Source: an optimization exercise on an open RTL-to-GDS flow (aim: small area). Production flows keep margins and buffers that such runs may drop. In this exercise RTL edits were held to simulation tests only and were not proved equivalent to the original.

==> run Y: inputs <==
Design trader_core, start of the top module:
module trader_core(
    input logic rst,
    input logic clk,
    input logic [167:0] msg,
    output logic signal,
    output logic [31:0] balance,
    output logic cclr_neg,
    output logic clk_out,
    output logic [3:0] num,
    output logic msg_enable,
    output logic msg_type
);
==> module processor, before the edit <==
module processor(
    input logic rst,
    input logic clk,
    input logic tick,
    input logic [167:0] msg,
    output logic signal,
    output logic [31:0] balance,
    output logic msg_enable,
    output logic msg_type
);
logic [31:0] bestBid;
logic [31:0] myAsk;
logic [31:0] seq;
logic post;       
logic traded;     
wire [31:0] price = msg[111:80];
wire [31:0] qty = msg[143:112];
wire is_ask = |msg[47:40];
wire accept = ~post & (msg[7:0] == 8'd0) & (msg[39:8] == seq);
wire cmp_ask = is_ask ? (price > myAsk) : (price >= myAsk);
wire [31:0] pm1 = price - 32'd1;
wire pz = (price == 32'd0);
wire cmp_bid = ~pz & (is_ask ? (pm1 > bestBid) : (pm1 >= bestBid));
wire trade = accept & (is_ask ? ~cmp_bid : cmp_ask);
wire [31:0] new_balance;
mac m(.a(price), .b(qty), .acc(balance), .sub(is_ask), .y(new_balance));
always_ff @ (posedge clk) begin
    if (rst) begin
        balance <= 32'd100000;
        bestBid <= 32'd0;
        myAsk <= 32'hFFFFFFFE;
        seq <= 32'd0;
        post <= 1'b0;
        signal <= 1'b0;
        msg_type <= 1'b0;
        traded <= 1'b0;
        msg_enable <= 1'b0;
    end else begin
        post <= trade;
        signal <= post;
        if (accept) seq <= seq + 32'd1;
        if (trade) begin
            balance <= new_balance;
            msg_type <= ~is_ask;
        end
        if (accept & ~is_ask & ~cmp_ask & cmp_bid) bestBid <= price;
        if (accept & is_ask & cmp_bid & ~cmp_ask) myAsk <= pm1;
        if (tick) begin
            msg_enable <= traded | post;
            traded <= 1'b0;
        end else begin
            traded <= traded | post;
        end
    end
end
endmodule
==> flow/config.mk <==
export PLATFORM = sky130hd
export DESIGN_NAME = trader_core
export DESIGN_NICKNAME = trader_core
export VERILOG_FILES = /design/flow/design.v
export SDC_FILE = /design/flow/constraint.sdc
export NUM_CORES = 4
export LEC_CHECK = 0
export CAP_MARGIN = 20
export CORE_MARGIN = 2
export CORE_UTILIZATION = 40
export SLEW_MARGIN = 20
==> flow/constraint.sdc <==
create_clock -name core_clock -period 12.0 [get_ports {clk}]
set_input_delay 2.4000 -clock core_clock [delete_from_list [all_inputs] [get_ports {clk}]]
set_output_delay 2.4000 -clock core_clock [all_outputs]
set_load 0.01 [all_outputs]
run.sh (not shown) runs the stock make flow with config.mk's settings and CLKGATE_MAP_FILE= SYNTH_SCRIPT=/design/flow/synth_recipe.tcl, a recipe that flattens the netlist after the stock synthesis.
==> inputs of run D, as changes to run Y <==
--- a/flow/design.v
+++ b/flow/design.v
@@ -29,10 +29,12 @@
 wire [31:0] qty = msg[143:112];
 wire is_ask = |msg[47:40];
 wire accept = ~post & (msg[7:0] == 8'd0) & (msg[39:8] == seq);
-wire cmp_ask = is_ask ? (price > myAsk) : (price >= myAsk);
+wire [32:0] sum_ask = {1'b0, price} + {1'b0, ~myAsk} + {32'd0, ~is_ask};
+wire cmp_ask = sum_ask[32];
 wire [31:0] pm1 = price - 32'd1;
 wire pz = (price == 32'd0);
-wire cmp_bid = ~pz & (is_ask ? (pm1 > bestBid) : (pm1 >= bestBid));
+wire [32:0] sum_bid = {1'b0, pm1} + {1'b0, ~bestBid} + {32'd0, ~is_ask};
+wire cmp_bid = ~pz & sum_bid[32];
 wire trade = accept & (is_ask ? ~cmp_bid : cmp_ask);
 wire [31:0] new_balance;
 mac m(.a(price), .b(qty), .acc(balance), .sub(is_ask), .y(new_balance));
@@ -50,7 +52,7 @@
     end else begin
         post <= trade;
         signal <= post;
-        if (accept) seq <= seq + 32'd1;
+        seq <= seq + {31'd0, accept};
         if (trade) begin
             balance <= new_balance;
             msg_type <= ~is_ask;
- ABC_AREA: default -> 1
- ABC_CLOCK_PERIOD_IN_PS: default -> 100000
==> inputs of run M, as changes to run Y <==
--- a/flow/design.v
+++ b/flow/design.v
@@ -29,10 +29,12 @@
 wire [31:0] qty = msg[143:112];
 wire is_ask = |msg[47:40];
 wire accept = ~post & (msg[7:0] == 8'd0) & (msg[39:8] == seq);
-wire cmp_ask = is_ask ? (price > myAsk) : (price >= myAsk);
+wire [32:0] sum_ask = {1'b0, price} + {1'b0, ~myAsk} + {32'd0, ~is_ask};
+wire cmp_ask = sum_ask[32];
 wire [31:0] pm1 = price - 32'd1;
 wire pz = (price == 32'd0);
-wire cmp_bid = ~pz & (is_ask ? (pm1 > bestBid) : (pm1 >= bestBid));
+wire [32:0] sum_bid = {1'b0, pm1} + {1'b0, ~bestBid} + {32'd0, ~is_ask};
+wire cmp_bid = ~pz & sum_bid[32];
 wire trade = accept & (is_ask ? ~cmp_bid : cmp_ask);
 wire [31:0] new_balance;
 mac m(.a(price), .b(qty), .acc(balance), .sub(is_ask), .y(new_balance));
@@ -50,7 +52,7 @@
     end else begin
         post <= trade;
         signal <= post;
-        if (accept) seq <= seq + 32'd1;
+        seq <= seq + {31'd0, accept};
         if (trade) begin
             balance <= new_balance;
             msg_type <= ~is_ask;
- ABC_AREA: default -> 1
- ABC_CLOCK_PERIOD_IN_PS: default -> 100000
- CORE_UTILIZATION: 40 -> 70
==> qor summary <==
Setup Skew: run D 0.02476 ns; run Y 0.03160 ns; run M 0.02364 ns
Count of antenna diodes in the layout: run D 0; run Y 2; run M 0
Worst hold slack after final layout: run D 0.4358 ns; run Y 0.4605 ns; run M 0.4266 ns
Clock-pin slew of the registers on the worst-case setup and hold paths: run D 0.09 ns; run Y 0.08 ns; run M 0.08 ns
Vertical die dimension: run D 243.7 um; run Y 263.2 um; run M 185.2 um
Share of Yosys cell area claimed by the top area cell type: run D 22.03%; run Y 18.85%; run M 22.03%
Maximum fanout along the worst path: run D 16; run Y 14; run M 18
Outcome: run D finished clean; run Y finished clean; run M finished clean
Multiplexer share of the synthesized area: run D 0%; run Y 10.57%; run M 0%
Most repeated cell in the gate-level netlist after synthesis: run D sky130_fd_sc_hd__inv_1; run Y sky130_fd_sc_hd__xnor2_1; run M sky130_fd_sc_hd__inv_1
Final Instance Count excl. Fillers: run D 3,797; run Y 3,992; run M 3,471
First-pass DRT Iterations: run D 5; run Y 7; run M 6
Pre-CTS WS: run D 1.329 ns; run Y 0.4865 ns; run M 1.283 ns
Core utilization of the finished layout: run D 45.57%; run Y 44.29%; run M 78.06%
Number of design-rule violations left by the first detailed-router iteration: run D 1,923; run Y 2,057; run M 2,535
Met2 Track Usage GR: run D 41.05%; run Y 40.57%; run M 65.54%
Time the worst path needs with I/O delays and setup: run D 10.16 ns; run Y 11.06 ns; run M 10.41 ns
Number of clock buffers in the layout: run D 20; run Y 18; run M 17
Share of layout cells above drive strength 1: run D 5.393%; run Y 11.45%; run M 5.018%
Worst Hold Endpoint: run D driver.gen.phase[0]; run Y process.traded; run M driver.bcd[0][2]
Number of vias per cell: run D 5.534; run Y 5.723; run M 6.305

[separate check: timing with driven ports]
How much do the figures lean on ideal ports? The routed layouts below were timed once more, with nothing changed but the port constraints. Step 1 sets driving cells, clkbuf_16 on the clock port and buf_2 on the other inputs (assumed; they add their load-dependent delay and slew). Step 2, shift: input delay + t, output delay - t, t = (earliest + latest rising clock arrival at the registers) / 2. This alone moves slack from input paths to output paths. a / b / c = ideal ports / drivers / drivers and shift; a / b = the first two.
run	t, ns	slack for setup (ns)	latest minus earliest clock arrival (ns)	worst slew at a driven data input, ns
run Y	0.557	0.940 / 0.975 / 0.418	0.031 / 0.032	0.12
run D	0.550	1.842 / 1.881 / 1.330	0.025 / 0.025	0.07
run M	0.531	1.587 / 1.622 / 1.091	0.024 / 0.024	0.06
After both steps setup and hold are still met in every run listed. For run Y, which loses most, drivers alone change the setup slack by +0.035 ns; drivers and shift together by -0.522 ns.
